Context: an optimization exercise on an open-source flow, tuned for small area, a short achievable clock period and few clock cycles per item. The choices shown serve that exercise and are no tape-out recipe.
No run shown here included a check of the RTL's function; only the layout flow was run.
In every run shown here, the design's own scripts or RTL, not TritonCTS, make the clock network.
The clock port is modelled as an ideal driver, which makes a skipped or thinned clock tree look cheaper than it is; a real chip needs a root buffer or a tree.
Power figures rest on the tool's default switching activity, not on a simulated workload.

--- flow/design.v ---
module qspi_memory_interface (
    input  wire        clk,
    input  wire        spi_rst_n,
    input  wire        st,
    input  wire        ld,
    input  wire        spi_target,     
    input  wire [15:0] addr,
    input  wire [15:0] data_in,
    output reg  [15:0] data_out,
    output wire        spi_clk,
    output reg         spi_flash_cs,   
    output reg         spi_ram_cs,     
    input  wire [3:0]  spi_data_in,
    output wire [3:0]  spi_data_out,
    output wire [3:0]  spi_data_oe,
    output reg         busy
);
    localparam integer LFSR_N = 28;
    localparam integer LFSR_M = 25;
    localparam integer PAT_K  = 15;
    localparam [PAT_K-1:0] PAT = 15'd31999;
    reg  [6:0]  cnt;
    reg         init_done;
    reg  [31:0] sr;
    reg  [3:0]  dq;
    reg         oeq;
    reg         oe0;
    assign spi_clk      = cnt[0];
    assign spi_data_out = dq;
    assign spi_data_oe  = {oeq, oeq, oeq, oe0};
    wire [5:0] b   = cnt[6:1];
    wire       ev  = !cnt[0];
    wire       fl  = !spi_flash_cs;
    wire       rm  = !spi_ram_cs;
    wire       wr  = oeq;
    wire [15:0] t = data_out;
    wire s66  = t[0] & !t[1];
    wire s99  = t[1] & !t[2];
    wire s06  = t[3] & !t[4];
    wire s31  = t[4] & !t[5];
    wire i_eb = t[9];
    wire i_wait = !t[0] | (t[2] & !t[3]) | (t[5] & !t[9]);
    wire i_cmd_bit =
        (s66 & ((b == 6'd1) || (b == 6'd2) || (b == 6'd5) || (b == 6'd6))) |
        (s99 & ((b == 6'd0) || (b == 6'd3) || (b == 6'd4) || (b == 6'd7))) |
        (s06 & ((b == 6'd5) || (b == 6'd6))) |
        (s31 & ((b == 6'd2) || (b == 6'd3) || (b == 6'd7) || (b == 6'd14))) |
        (i_eb & ((b == 6'd0) || (b == 6'd1) || (b == 6'd2) || (b == 6'd4) ||
                 (b == 6'd6) || (b == 6'd7)));
    wire i_last = (cnt[2:0] == 3'b111) &
                  (i_eb ? cnt[5] : (s31 ? (cnt[4] & cnt[3]) : cnt[3]));
    wire hit    = (sr[PAT_K-1:0] == PAT);
    wire lfsr_fb = !(sr[LFSR_N-1] ^ sr[LFSR_M-1]);
    wire go_f   = ld & !spi_target;
    wire go_r   = spi_target & (ld | st);
    wire f_end  = (cnt[4:1] == 4'b1111);
    wire r_end  = cnt[6] & (cnt[4:1] == 4'b1111) & (cnt[0] | !wr);
    reg [3:0] f_nib;
    always @(*) begin
        case (b)
            6'd1:    f_nib = {3'b000, sr[31]};
            6'd2:    f_nib = {sr[31], sr[29], sr[27], sr[25]};
            6'd3:    f_nib = {sr[25], sr[23], sr[21], sr[19]};
            6'd4:    f_nib = {sr[19], sr[17], sr[15], sr[13]};
            6'd5:    f_nib = {sr[13], sr[11], sr[9], 1'b0};
            6'd6:    f_nib = 4'b1010;
            default: f_nib = 4'b0000;
        endcase
    end
    wire r_bit = (b == 6'd6) | ((b == 6'd7) & !wr) |
                 ((b >= 6'd15) & (b <= 6'd30) & sr[27]) |
                 (cnt[6] & sr[28]);
    wire i_step  = busy & ((i_wait & hit) | (!i_wait & fl & i_last));
    wire i_end   = i_step & i_eb;
    wire d_sh4   = init_done & busy & fl & ev & (cnt[4] & cnt[3]);
    wire d_sh1   = init_done ? (busy & rm & !wr & ev & cnt[6]) : (i_step & !i_eb);
    wire d_hold  = !(d_sh4 | d_sh1 | i_end);
    wire d_in1   = spi_data_in[1] | !init_done;
    always @(posedge clk or negedge spi_rst_n) begin
        if (!spi_rst_n)
            data_out <= 16'h0000;
        else
            data_out <= ({16{d_hold}} & data_out) |
                        ({16{d_sh4}}  & {data_out[11:0], spi_data_in}) |
                        ({16{d_sh1}}  & {data_out[14:0], d_in1});
    end
    always @(posedge clk or negedge spi_rst_n) begin
        if (!spi_rst_n) begin
            busy         <= 1'b0;
            spi_flash_cs <= 1'b1;
            spi_ram_cs   <= 1'b1;
            init_done    <= 1'b0;
            oeq          <= 1'b0;
            oe0          <= 1'b0;
        end else if (!init_done) begin
            busy <= 1'b1;
            oeq  <= 1'b0;
            oe0  <= 1'b0;
            if (busy && !i_wait) begin
                if (spi_flash_cs) begin
                    spi_flash_cs <= 1'b0;
                end else begin
                    oe0 <= 1'b1;
                    oeq <= i_eb & (b >= 6'd8);
                    if (i_last) begin
                        spi_flash_cs <= 1'b1;
                        oe0          <= 1'b0;
                        oeq          <= 1'b0;
                        if (i_eb) begin
                            init_done <= 1'b1;
                            busy      <= 1'b0;
                        end
                    end
                end
            end
        end else if (!busy) begin
            busy         <= go_f | go_r;
            spi_flash_cs <= !go_f;
            spi_ram_cs   <= !go_r;
            oeq          <= go_r & !ld;
            oe0          <= 1'b0;
        end else begin
            if (fl) begin
                oeq <= (cnt[6:4] == 3'd0);
                oe0 <= (cnt[6:4] == 3'd0);
                if (f_end) begin
                    busy         <= 1'b0;
                    spi_flash_cs <= 1'b1;
                    oeq          <= 1'b0;
                    oe0          <= 1'b0;
                end
            end else begin
                oe0 <= 1'b1;
                if (r_end) begin
                    busy       <= 1'b0;
                    spi_ram_cs <= 1'b1;
                    oe0        <= 1'b0;
                    oeq        <= 1'b0;
                end
            end
        end
    end
    wire c_run = busy & (init_done ? !(fl ? f_end : r_end)
                                   : (!i_wait & fl & !i_last));
    wire [6:0] cnt_nx = c_run ? cnt + 7'd1 : 7'd0;
    always @(posedge clk or negedge spi_rst_n) begin
        if (!spi_rst_n)
            cnt[0] <= 1'b0;
        else
            cnt[0] <= cnt_nx[0];
    end
    always @(posedge clk)
        cnt[6:1] <= cnt_nx[6:1];
    wire [31:0] ring_in;
    genvar gi;
    generate
        for (gi = 0; gi < 16; gi = gi + 1) begin : g_map
            assign ring_in[(2*gi + 31) % 32] = addr[gi];
            assign ring_in[(2*gi + 30) % 32] = data_in[gi];
        end
    endgenerate
    wire sr_load = init_done & !busy;
    wire sr_rot  = busy & (init_done | (i_wait & !hit));
    wire sr_in0  = init_done ? sr[31] : lfsr_fb;
    always @(posedge clk)
        sr <= ({32{sr_load}} & ring_in) | ({32{sr_rot}} & {sr[30:0], sr_in0});
    always @(posedge clk) begin
        if (!init_done)
            dq <= {i_eb & (b == 6'd14), 1'b0, i_eb & (b == 6'd14), i_cmd_bit};
        else if (fl)
            dq <= f_nib;
        else
            dq <= {3'b000, r_bit};
    end
endmodule
--- flow/flow/run.sh ---
#!/bin/bash
set -euo pipefail
export POST_CTS_TCL="$PWD/flow/post_cts.tcl"
KNOBS=(SETUP_SLACK_MARGIN=7 "BUFFER_PORTS_ARGS=-buffer_cell sky130_fd_sc_hd__buf_1")
bash standard.sh synth "${KNOBS[@]}" > make_synth.log 2>&1

R="$PWD/orfs/results/$FLOW_PLATFORM/qspi_memory_interface/base"
PLAT="$FLOW_HOME/platforms/$FLOW_PLATFORM"
LIB="$PLAT/lib/sky130_fd_sc_hd__tt_025C_1v80.lib"
DU=$(sed -n '/DONT_USE_CELLS/,/^$/p' "$PLAT/config.mk" | grep -o 'sky130_fd_sc_hd__[a-z0-9_]*' | sed 's/^/-dont_use /' | tr '\n' ' ')
YOSYS=yosys
if [[ -x "$FLOW_HOME/../tools/install/yosys/bin/yosys" ]]; then YOSYS="$FLOW_HOME/../tools/install/yosys/bin/yosys"; fi
cp "$R/1_2_yosys.v" netlist_in.v
sed -e "s|LIBERTY|$LIB|g" -e "s|DONT_USE|$DU|" flow/remap.ys > remap.ys
"$YOSYS" -s remap.ys > yosys_remap.log 2>&1
cp netlist_out.v "$R/1_2_yosys.v"
rm -f "$R/1_synth.odb" "$R/1_synth.sdc"

bash standard.sh finish "${KNOBS[@]}" > make_finish.log 2>&1
--- flow/flow/clocktree.tcl ---
# Replace the clock tree that CTS built with one level of clkbuf_16 buffers,
# each driving a group of flip-flops (split by x position).  The clock port
# then drives only these few buffers.
proc my_flat_clock_tree { ngroups } {
  set block [ord::get_db_block]
  set db [ord::get_db]
  set clknet [$block findNet clk]
  # all clock sinks reached through the existing tree
  set sinks {}
  set bufs {}
  set todo [list $clknet]
  while {[llength $todo]} {
    set net [lindex $todo 0]
    set todo [lrange $todo 1 end]
    foreach it [$net getITerms] {
      set inst [$it getInst]
      if {[[$it getMTerm] getName] eq "CLK"} {
        lappend sinks $it
      } elseif {[lsearch -exact $bufs $inst] < 0} {
        # a clock buffer, inverter or dummy load of the old tree
        lappend bufs $inst
        foreach ot [$inst getITerms] {
          if {[$ot isOutputSignal]} {
            set on [$ot getNet]
            if {$on ne "NULL" && $on ne ""} { lappend todo $on }
          }
        }
      }
    }
  }
  puts "flat clock tree: [llength $sinks] sinks, removing [llength $bufs] buffers"
  foreach it $sinks { $it disconnect }
  foreach inst $bufs {
    foreach it [$inst getITerms] {
      set n [$it getNet]
      $it disconnect
    }
  }
  foreach inst $bufs {
    set on ""
    odb::dbInst_destroy $inst
  }
  # remove now-empty clock nets except clk
  foreach net [$block getNets] {
    if {$net ne $clknet && [llength [$net getITerms]] == 0 && [llength [$net getBTerms]] == 0} {
      odb::dbNet_destroy $net
    }
  }
  # sort sinks by x and split into groups
  set keyed {}
  foreach it $sinks {
    set b [[$it getInst] getBBox]
    lappend keyed [list [$b xMin] [$b yMin] $it]
  }
  set keyed [lsort -integer -index 0 $keyed]
  set n [llength $keyed]
  set master [$db findMaster sky130_fd_sc_hd__clkbuf_16]
  for {set g 0} {$g < $ngroups} {incr g} {
    set lo [expr {$g * $n / $ngroups}]
    set hi [expr {($g + 1) * $n / $ngroups}]
    set inst [odb::dbInst_create $block $master "clkroot_$g"]
    set net [odb::dbNet_create $block "clknet_root_$g"]
    $net setSigType CLOCK
    set sx 0; set sy 0
    for {set i $lo} {$i < $hi} {incr i} {
      set e [lindex $keyed $i]
      [lindex $e 2] connect $net
      set sx [expr {$sx + [lindex $e 0]}]; set sy [expr {$sy + [lindex $e 1]}]
    }
    set k [expr {$hi - $lo}]
    [$inst findITerm A] connect $clknet
    [$inst findITerm X] connect $net
    $inst setLocation [expr {$sx / $k}] [expr {$sy / $k}]
    $inst setPlacementStatus PLACED
  }
}
--- flow/flow/post_cts.tcl ---
# POST_CTS hook: flatten the clock tree to one level of buffers, then
# legalise and repair timing again on the new tree.
source [file join [file dirname [info script]] clocktree.tcl]
my_flat_clock_tree 3
detailed_placement
estimate_parasitics -placement
repair_timing_helper
detailed_placement
check_placement -verbose
--- flow/flow/remap.ys ---
# Re-map the combinational logic of the standard synthesis netlist for area.
# Flip-flops are kept as black boxes, so every register keeps its name and
# cell type; only the gates between them change.
read_verilog netlist_in.v
read_liberty -ignore_miss_func LIBERTY
hierarchy -top qspi_memory_interface
blackbox sky130_fd_sc_hd__df* sky130_fd_sc_hd__edf* sky130_fd_sc_hd__sdf*
flatten
hierarchy -top qspi_memory_interface
opt_clean -purge
techmap
opt -fast -purge
abc -liberty LIBERTY DONT_USE -script +strash;dc2;dc2;&get,-n;&st;&dch,-f;&nf,-a,-R,1000;&put
opt_clean -purge
hilomap -singleton -hicell sky130_fd_sc_hd__conb_1 HI -locell sky130_fd_sc_hd__conb_1 LO
splitnets
opt_clean -purge
stat -liberty LIBERTY
write_verilog -noattr -noexpr -nohex -nodec netlist_out.v
--- flow/standard.sh ---
#!/bin/bash
# synth_recipe.tcl (not shown) runs the flow's synth.tcl, then flattens the netlist and writes it again
# the make line also repeats each setting of config.mk as NAME=value (left out here)
make -C /OpenROAD-flow-scripts/flow DESIGN_CONFIG=/design/flow/config.mk WORK_HOME=/design/flow/orfs CLKGATE_MAP_FILE= SYNTH_SCRIPT=/design/flow/synth_recipe.tcl "${@:-finish}"
--- flow/config.mk ---
export PLATFORM = sky130hd
export DESIGN_NAME = qspi_memory_interface
export DESIGN_NICKNAME = qspi_memory_interface
export VERILOG_FILES = /design/flow/design.v
export SDC_FILE = /design/flow/constraint.sdc
export NUM_CORES = 4
export LEC_CHECK = 0
export CAP_MARGIN = 20
export CORE_MARGIN = 2
export CORE_UTILIZATION = 40
export SLEW_MARGIN = 20
--- flow/constraint.sdc ---
create_clock -name core_clock -period 10.0 [get_ports {clk}]
set_input_delay 2.0000 -clock core_clock [delete_from_list [all_inputs] [get_ports {clk}]]
set_output_delay 2.0000 -clock core_clock [all_outputs]
set_load 0.01 [all_outputs]
==> impl_metrics.json, run 1 <==
{
  "antenna_found_initial": 0,
  "die_x_um": 85.4,
  "wl_per_cell_um": 15.9,
  "grt_pass1_vias": 2213,
  "clock_latency_ps": 150,
  "overflow": 0,
  "critPathArrivalTime_ps": 860,
  "layout.nets": 384,
  "timing.final.crit_share_pct": 28.6,
  "maxCapViolCount": 0,
  "num_rows": 29,
  "io_pins": 69,
  "coreArea_um2": 6390,
  "status": "finished clean",
  "critPathMaxFanout": 2,
  "critPathTopFamily": "flip-flops",
  "dpl.hpwl_mm": 4.76,
  "max_stage_delay_ps": 540,
  "port_buffers": 68,
  "vias_per_cell": 5.72,
  "finalCriticalPeriod_ps": 2860,
  "vias": 2389,
  "crit_required_ps": 8000,
  "cp-start-kind": "flip-flop",
  "max_freq_mhz": 349,
  "final_area_um2": 3170,
  "synth.cell_area_um2": 2650,
  "drive_gt1_share_pct": 8.21,
  "diodes": 0,
  "critical_path_class": "reg2out",
  "timing.clock.skew_ps": 4.71,
  "place.gp.congestion": 0.879,
  "slowest_stage": "dfstp_2",
  "die_area_um2": 7300,
  "ys_warn_count": 1,
  "crit_buf_inv": 1,
  "syn-instance-count": 264,
  "setup_violations": 0,
  "drc_errors": 0,
  "cts.clk_slew.worst_paths_ps": 90,
  "totalWireLength_mm": 6.64,
  "dpl-instance-area_um2": 3050,
  "grt_usage_pct": 18.8,
  "drt-pass1-iter-count": 6,
  "total_power_mw": 0.387,
  "syn-num-nets": 305,
  "end_kind": "output port",
  "hold_viol": 0,
  "final.setup.tns_ps": 0,
  "start_util_pct": 41.5,
  "die_y_um": 85.4,
  "tightest_slew_ps": 868,
  "syn2layout_area_growth_pct": 19.6,
  "initialDrtViolationCount": 141,
  "clkSinkCount": 65,
  "grt_pass1_wl_mm": 11.2,
  "power.density_nw_per_um2": 122,
  "rsz0062_at_grt": "yes",
  "syn_area_per_cell_um2": 10.0,
  "hold_class": "reg2reg",
  "hold_slack_ps": 449,
  "drtAntennaViolNets": 0,
  "slew_headroom_pct": 41.6,
  "grt_max_degree": 37,
  "crit_chain": "buf_1",
  "slew_viol_final": 0,
  "ir_drop_v": 0.000134,
  "power.leakage_nw": 1.34
}
[flip-flops by register name, indices dropped and copies added, names as in the netlist]
register,flops
sr,32
cnt,7
oeq,1
init_done,1
busy,1
dq,4
data_out,16
oe0,1
spi_flash_cs,1
spi_ram_cs,1
[per-layer routing]
metal | vias up | routed length (um) | track usage [%]
met5 | - | 0 | 0
met4 | 0 | 43 | 3.03
met3 | 5 | 359 | 2.82
met2 | 70 | 3120 | 30.0
met1 | 1141 | 3120 | 27.4
li1 | 1173 | - | -
[cell usage in the layout (no fill, tap or decap), types with 3 or more instances in the layout]
cell,instances
a211oi_1,5
nand3_1,4
xnor2_1,5
o21ai_0,15
dfxtp_1,40
xor2_1,3
clkinv_1,20
nor3_1,8
a311oi_1,3
nor2_1,17
buf_4,6
dfrtp_1,14
dfrtp_2,7
nand4_1,4
nor2b_1,4
a222oi_1,14
nand2_1,22
buf_1,67
a21oi_1,12
o21a_1,3
a22o_1,32
clkbuf_16,3
[final cells by class]
type	instances	area, um^2
Inverter	20	75.1
Multi-Input combinational cell	179	1190
Fill cell	666	3210
Buffer	3	75.1
Tap cell	77	96.3
Sequential cell	65	1430
Timing Repair Buffer	74	308
[per-stage QoR]
| step | util [%] | setup slack, ps | std cells |
|---|---|---|---|
| after floorplan | - | 7010 | 264 |
| after global placement | 47.7 | 6920 | 413 |
| after detailed placement | 47.7 | 6860 | 413 |
| after global routing | 49.7 | 6970 | 418 |
| final | 49.7 | 7140 | 418 |
[final timing paths]
check                      slack, ps          from  cells past startpoint      endpoint
min in group asynchronous       1800     spi_rst_n                      2   data_out[9]
setup / recovery                7140  spi_flash_cs                      1  spi_flash_cs
setup reg to reg                7260        cnt[1]                     12   data_out[3]
hold / removal                   450        sr[18]                      1        sr[19]
max in group asynchronous       7910     spi_rst_n                      2    spi_ram_cs
hold reg to reg                  450        sr[18]                      1        sr[19]
[power by group]
part | switching, mW | leakage, nW | total (mW) | internal [mW]
clock | 0.0633 | 0.0370 | 0.118 | 0.0547
combinational | 0.00477 | 0.657 | 0.00886 | 0.00408
sequential | 0 | 0.641 | 0.260 | 0.260
==> inputs of run 2 (changes only) <==
--- a/flow/design.v
+++ b/flow/design.v
@@ -8,8 +8,8 @@
     input  wire [15:0] data_in,
     output reg  [15:0] data_out,
     output wire        spi_clk,
-    output reg         spi_flash_cs,   
-    output reg         spi_ram_cs,     
+    output wire        spi_flash_cs,   
+    output wire        spi_ram_cs,     
     input  wire [3:0]  spi_data_in,
     output wire [3:0]  spi_data_out,
     output wire [3:0]  spi_data_oe,
@@ -30,8 +30,10 @@
     assign spi_data_oe  = {oeq, oeq, oeq, oe0};
     wire [5:0] b   = cnt[6:1];
     wire       ev  = !cnt[0];
-    wire       fl  = !spi_flash_cs;
-    wire       rm  = !spi_ram_cs;
+    reg        fl;
+    reg        rm;
+    assign spi_flash_cs = !fl;
+    assign spi_ram_cs   = !rm;
     wire       wr  = oeq;
     wire [15:0] t = data_out;
     wire s66  = t[0] & !t[1];
@@ -47,14 +49,13 @@
         (s31 & ((b == 6'd2) || (b == 6'd3) || (b == 6'd7) || (b == 6'd14))) |
         (i_eb & ((b == 6'd0) || (b == 6'd1) || (b == 6'd2) || (b == 6'd4) ||
                  (b == 6'd6) || (b == 6'd7)));
-    wire i_last = (cnt[2:0] == 3'b111) &
-                  (i_eb ? cnt[5] : (s31 ? (cnt[4] & cnt[3]) : cnt[3]));
+    wire [6:0] i_last = i_eb ? 7'd39 : (s31 ? 7'd31 : 7'd15);
     wire hit    = (sr[PAT_K-1:0] == PAT);
     wire lfsr_fb = !(sr[LFSR_N-1] ^ sr[LFSR_M-1]);
     wire go_f   = ld & !spi_target;
     wire go_r   = spi_target & (ld | st);
-    wire f_end  = (cnt[4:1] == 4'b1111);
-    wire r_end  = cnt[6] & (cnt[4:1] == 4'b1111) & (cnt[0] | !wr);
+    wire f_end  = (cnt == 7'd30);
+    wire r_end  = (b == 6'd47) & (cnt[0] | !wr);
     reg [3:0] f_nib;
     always @(*) begin
         case (b)
@@ -69,11 +70,11 @@
     end
     wire r_bit = (b == 6'd6) | ((b == 6'd7) & !wr) |
                  ((b >= 6'd15) & (b <= 6'd30) & sr[27]) |
-                 (cnt[6] & sr[28]);
-    wire i_step  = busy & ((i_wait & hit) | (!i_wait & fl & i_last));
+                 ((b >= 6'd32) & sr[28]);
+    wire i_step  = busy & ((i_wait & hit) | (!i_wait & fl & (cnt == i_last)));
     wire i_end   = i_step & i_eb;
-    wire d_sh4   = init_done & busy & fl & ev & (cnt[4] & cnt[3]);
-    wire d_sh1   = init_done ? (busy & rm & !wr & ev & cnt[6]) : (i_step & !i_eb);
+    wire d_sh4   = init_done & busy & fl & ev & (cnt >= 7'd24);
+    wire d_sh1   = init_done ? (busy & rm & !wr & ev & (cnt >= 7'd64)) : (i_step & !i_eb);
     wire d_hold  = !(d_sh4 | d_sh1 | i_end);
     wire d_in1   = spi_data_in[1] | !init_done;
     always @(posedge clk or negedge spi_rst_n) begin
@@ -87,8 +88,8 @@
     always @(posedge clk or negedge spi_rst_n) begin
         if (!spi_rst_n) begin
             busy         <= 1'b0;
-            spi_flash_cs <= 1'b1;
-            spi_ram_cs   <= 1'b1;
+            fl <= 1'b0;
+            rm <= 1'b0;
             init_done    <= 1'b0;
             oeq          <= 1'b0;
             oe0          <= 1'b0;
@@ -97,13 +98,13 @@
             oeq  <= 1'b0;
             oe0  <= 1'b0;
             if (busy && !i_wait) begin
-                if (spi_flash_cs) begin
-                    spi_flash_cs <= 1'b0;
+                if (!fl) begin
+                    fl <= 1'b1;
                 end else begin
                     oe0 <= 1'b1;
                     oeq <= i_eb & (b >= 6'd8);
-                    if (i_last) begin
-                        spi_flash_cs <= 1'b1;
+                    if (cnt == i_last) begin
+                        fl <= 1'b0;
                         oe0          <= 1'b0;
                         oeq          <= 1'b0;
                         if (i_eb) begin
@@ -115,17 +116,17 @@
             end
         end else if (!busy) begin
             busy         <= go_f | go_r;
-            spi_flash_cs <= !go_f;
-            spi_ram_cs   <= !go_r;
+            fl <= go_f;
+            rm <= go_r;
             oeq          <= go_r & !ld;
             oe0          <= 1'b0;
         end else begin
             if (fl) begin
-                oeq <= (cnt[6:4] == 3'd0);
-                oe0 <= (cnt[6:4] == 3'd0);
+                oeq <= (cnt < 7'd15);
+                oe0 <= (cnt < 7'd15);
                 if (f_end) begin
                     busy         <= 1'b0;
-                    spi_flash_cs <= 1'b1;
+                    fl <= 1'b0;
                     oeq          <= 1'b0;
                     oe0          <= 1'b0;
                 end
@@ -133,7 +134,7 @@
                 oe0 <= 1'b1;
                 if (r_end) begin
                     busy       <= 1'b0;
-                    spi_ram_cs <= 1'b1;
+                    rm <= 1'b0;
                     oe0        <= 1'b0;
                     oeq        <= 1'b0;
                 end
@@ -141,7 +142,7 @@
         end
     end
     wire c_run = busy & (init_done ? !(fl ? f_end : r_end)
-                                   : (!i_wait & fl & !i_last));
+                                   : (!i_wait & fl & (cnt != i_last)));
     wire [6:0] cnt_nx = c_run ? cnt + 7'd1 : 7'd0;
     always @(posedge clk or negedge spi_rst_n) begin
         if (!spi_rst_n)
--- a/flow/flow/run.sh
+++ b/flow/flow/run.sh
@@ -1,7 +1,7 @@
 #!/bin/bash
 set -euo pipefail
 export POST_CTS_TCL="$PWD/flow/post_cts.tcl"
-KNOBS=(SETUP_SLACK_MARGIN=7 "BUFFER_PORTS_ARGS=-buffer_cell sky130_fd_sc_hd__buf_1")
+KNOBS=(SETUP_SLACK_MARGIN=7.25 "BUFFER_PORTS_ARGS=-buffer_cell sky130_fd_sc_hd__buf_1")
 bash standard.sh synth "${KNOBS[@]}" > make_synth.log 2>&1
 
 R="$PWD/orfs/results/$FLOW_PLATFORM/qspi_memory_interface/base"
==> flow/flow/isolate.tcl (new file) <==
# Give each output port's driving flip-flop a light load: the flip-flop (and
# an inverter between it and the port buffer, if there is one) keeps only
# the path to the port buffer, and a new buffer drives its other loads.
proc my_net_driver { net } {
  foreach it [$net getITerms] {
    if {[$it isOutputSignal]} { return [$it getInst] }
  }
  return ""
}

proc my_move_loads { net keep cell } {
  set loads {}
  foreach it [$net getITerms] {
    if {[$it isOutputSignal]} { continue }
    if {[lsearch -exact $keep [$it getInst]] >= 0} { continue }
    lappend loads $it
  }
  if {[llength $loads] == 0} { return 0 }
  set pins {}
  foreach it $loads { lappend pins [sta::find_pin [$it getName]] }
  set loc [[my_net_driver $net] getLocation]
  insert_buffer -buffer_cell $cell -net [sta::find_net [$net getName]] -load_pins $pins \
    -location [list [ord::dbu_to_microns [lindex $loc 0]] [ord::dbu_to_microns [lindex $loc 1]]]
  return 1
}

proc my_isolate_outputs { cell } {
  set block [ord::get_db_block]
  set obufs {}
  foreach bt [$block getBTerms] {
    if {[$bt getIoType] ne "OUTPUT"} { continue }
    set d [my_net_driver [$bt getNet]]
    if {$d ne ""} { lappend obufs $d }
  }
  set done {}
  set n 0
  foreach obuf $obufs {
    set net1 [[$obuf findITerm A] getNet]
    if {$net1 eq "NULL" || $net1 eq ""} { continue }
    if {[lsearch -exact $done $net1] >= 0} { continue }
    lappend done $net1
    set d1 [my_net_driver $net1]
    if {$d1 eq ""} { continue }
    set m1 [[$d1 getMaster] getName]
    if {[string match "sky130_fd_sc_hd__df*" $m1]} {
      incr n [my_move_loads $net1 $obufs $cell]
    } elseif {[string match "sky130_fd_sc_hd__*inv_*" $m1]} {
      set net0 [[$d1 findITerm A] getNet]
      set d0 [my_net_driver $net0]
      if {$d0 eq "" || ![string match "sky130_fd_sc_hd__df*" [[$d0 getMaster] getName]]} { continue }
      incr n [my_move_loads $net1 $obufs $cell]
      incr n [my_move_loads $net0 [list $d1] $cell]
    }
  }
  puts "isolated output paths: $n buffers inserted"
}
==> flow/flow/post_cts.tcl (replaced) <==
# POST_CTS hook: flatten the clock tree to one level of buffers, give the
# output flip-flops a light load, then legalise and repair timing again.
source [file join [file dirname [info script]] clocktree.tcl]
source [file join [file dirname [info script]] isolate.tcl]
my_flat_clock_tree 3
my_isolate_outputs sky130_fd_sc_hd__buf_1
detailed_placement
estimate_parasitics -placement
repair_timing_helper
detailed_placement
check_placement -verbose
==> impl_metrics.json, run 2 <==
{
  "status": "finished clean",
  "nFillCells": 634,
  "vias_per_cell": 5.63,
  "num_rows": 30,
  "syn2layout_area_growth_pct": 31.0,
  "drive_gt1_share_pct": 16.3,
  "initialDrtViolationCount": 251,
  "grt_usage_pct": 20.2,
  "critPathMaxFanout": 2,
  "cts.clk_slew.worst_paths_ps": 90,
  "syn-instance-count": 277,
  "final.setup.tns_ps": 0,
  "antenna_found_initial": 0,
  "dpl.hpwl_mm": 4.70,
  "power.density_nw_per_um2": 109,
  "layoutNonFillerInstCount": 479,
  "overflow": 0,
  "end_kind": "output port",
  "grt_pass1_vias": 2453,
  "vias": 2696,
  "start_util_pct": 40.7,
  "synth.cell_area_um2": 2720,
  "syn-num-nets": 318,
  "cp-start-kind": "flip-flop",
  "die_area_um2": 7480,
  "ir_drop_v": 0.000107,
  "syn_area_per_cell_um2": 9.82,
  "drt-pass1-iter-count": 5,
  "die_x_um": 86.5,
  "tightest_slew_ps": 790,
  "critical_path_class": "reg2out",
  "coreArea_um2": 6680,
  "clkSinkCount": 65,
  "drc_errors": 0,
  "slew_headroom_pct": 46.9,
  "setup_violations": 0,
  "crit_chain": "clkinv_2 > buf_6",
  "drtAntennaViolNets": 0,
  "slew_viol_final": 0,
  "timing.final.crit_share_pct": 27.6,
  "grt_pass1_wl_mm": 12.2,
  "diodes": 0,
  "ys_warn_count": 1,
  "regArea_um2": 1430,
  "regMostFlops": "sr",
  "max_stage_delay_ps": 390,
  "maxCapViolCount": 0,
  "totalWireLength_mm": 7.54,
  "critPathArrivalTime_ps": 760,
  "die_y_um": 86.5,
  "wl_per_cell_um": 15.7,
  "power.leakage_nw": 1.55,
  "multi_input_area_um2": 1310,
  "clock_latency_ps": 150,
  "final_common_cell": "buf_1",
  "max_freq_mhz": 363,
  "port_buffers": 68,
  "place.gp.congestion": 0.850,
  "dp_cells": 430,
  "timing.clock.skew_ps": 8.68,
  "largest_reg_flops": 32,
  "hold_class": "reg2reg",
  "grt_max_degree": 36,
  "rsz0062_at_grt": "yes",
  "io_pins": 69,
  "hold_viol": 0,
  "crit_required_ps": 8000,
  "largestRegisters": "sr (32), data_out (16), cnt (7)",
  "slowest_stage": "dfrtp_1",
  "final_cell_mix": "80 x buf_1, 42 x dfxtp_1, 31 x a22o_1",
  "finalCriticalPeriod_ps": 2760,
  "layout.nets": 442
}
==> run 2: changes by cell type in the layout (fill, tap and decap cells not counted), moves of 4 or more <==
cell and delta:
a211oi_1 -4, nand3_1 +4, buf_1 +13, nor2_1 +4, nand2b_1 +4, buf_2 +8, buf_4 +21
==> run 2: layout make-up <==
type / count / share of cell area (%)
Tap cell: 80 / 2.81
Buffer: 3 / 2.11
Multi-Input combinational cell: 193 / 36.7
Sequential cell: 65 / 40.1
Inverter: 20 / 2.14
Timing Repair Buffer: 118 / 16.2
==> run 2: per-layer routing <==
layer	part of all wire (%)	global-route usage, %
met1	47	29.6
met2	45	32.0
met3	6.0	2.76
met4	1.3	4.26
met5	0	0
==> run 2: worst paths after layout <==
check / to / from / slack, ps / cells past startpoint
worst min-delay path: sr[21] / sr[20] / 450 / 1
worst min register to register: sr[21] / sr[20] / 450 / 1
max in group asynchronous: data_out[4] / spi_rst_n / 7940 / 2
worst max-delay path: spi_flash_cs / fl / 7240 / 2
worst max register to register: data_out[5] / data_out[4] / 7420 / 13
min in group asynchronous: rm / spi_rst_n / 1800 / 2
==> run 2: worst max-delay path: cells and delay by family, from the launching register on <==
| family | cells | cell delay (ps) |
|---|---|---|
| DFF | 1 | 390 |
| buffers and inverters | 2 | 210 |
==> run 2: power breakdown <==
| part | switching, mW | leakage, nW | internal (mW) | total (mW) |
|---|---|---|---|---|
| clock | 0.0659 | 0.0370 | 0.0548 | 0.121 |
| combinational | 0.00459 | 0.878 | 0.00397 | 0.00856 |
| sequential | 0 | 0.632 | 0.260 | 0.260 |
==> run 2: through the flow <==
stage	utilization (%)	setup slack, ps	area [um^2]	power [mW]	hold WS (ps)
after floorplan	-	7280	2730	0.266	420
after global placement	46.8	7160	3130	0.274	428
after detailed placement	46.8	7150	3130	0.274	429
after global routing	53.4	7210	3570	0.403	479
final	53.4	7240	3570	0.389	445

-- re-timing with driven ports --
The flow's constraints put no driver on any port. The routed layouts listed below were extracted and timed again, unchanged, in two steps. Step 1 sets driving cells, clkbuf_16 on the clock port and buf_2 on the other inputs (assumed; they add their load-dependent delay and slew). Step 2 times the ports against the registers' clock, not the clock port: input delays grow and output delays shrink by t, the midpoint of the rising clock arrivals with the driver on. a / b / c = no drivers / after step 1 / after step 2; a / b = the first two.
run | t, ns | setup slack, ns | latest minus earliest clock arrival (ns) | slew at the worst register clock pin (ns)
run 1 | 0.206 | 7.137 / 7.077 / 7.251 | 0.005 / 0.005 | 0.09 / 0.09
run 2 | 0.210 | 7.244 / 7.182 / 7.246 | 0.008 / 0.009 | 0.09 / 0.09
After both steps every run listed still meets setup and hold.
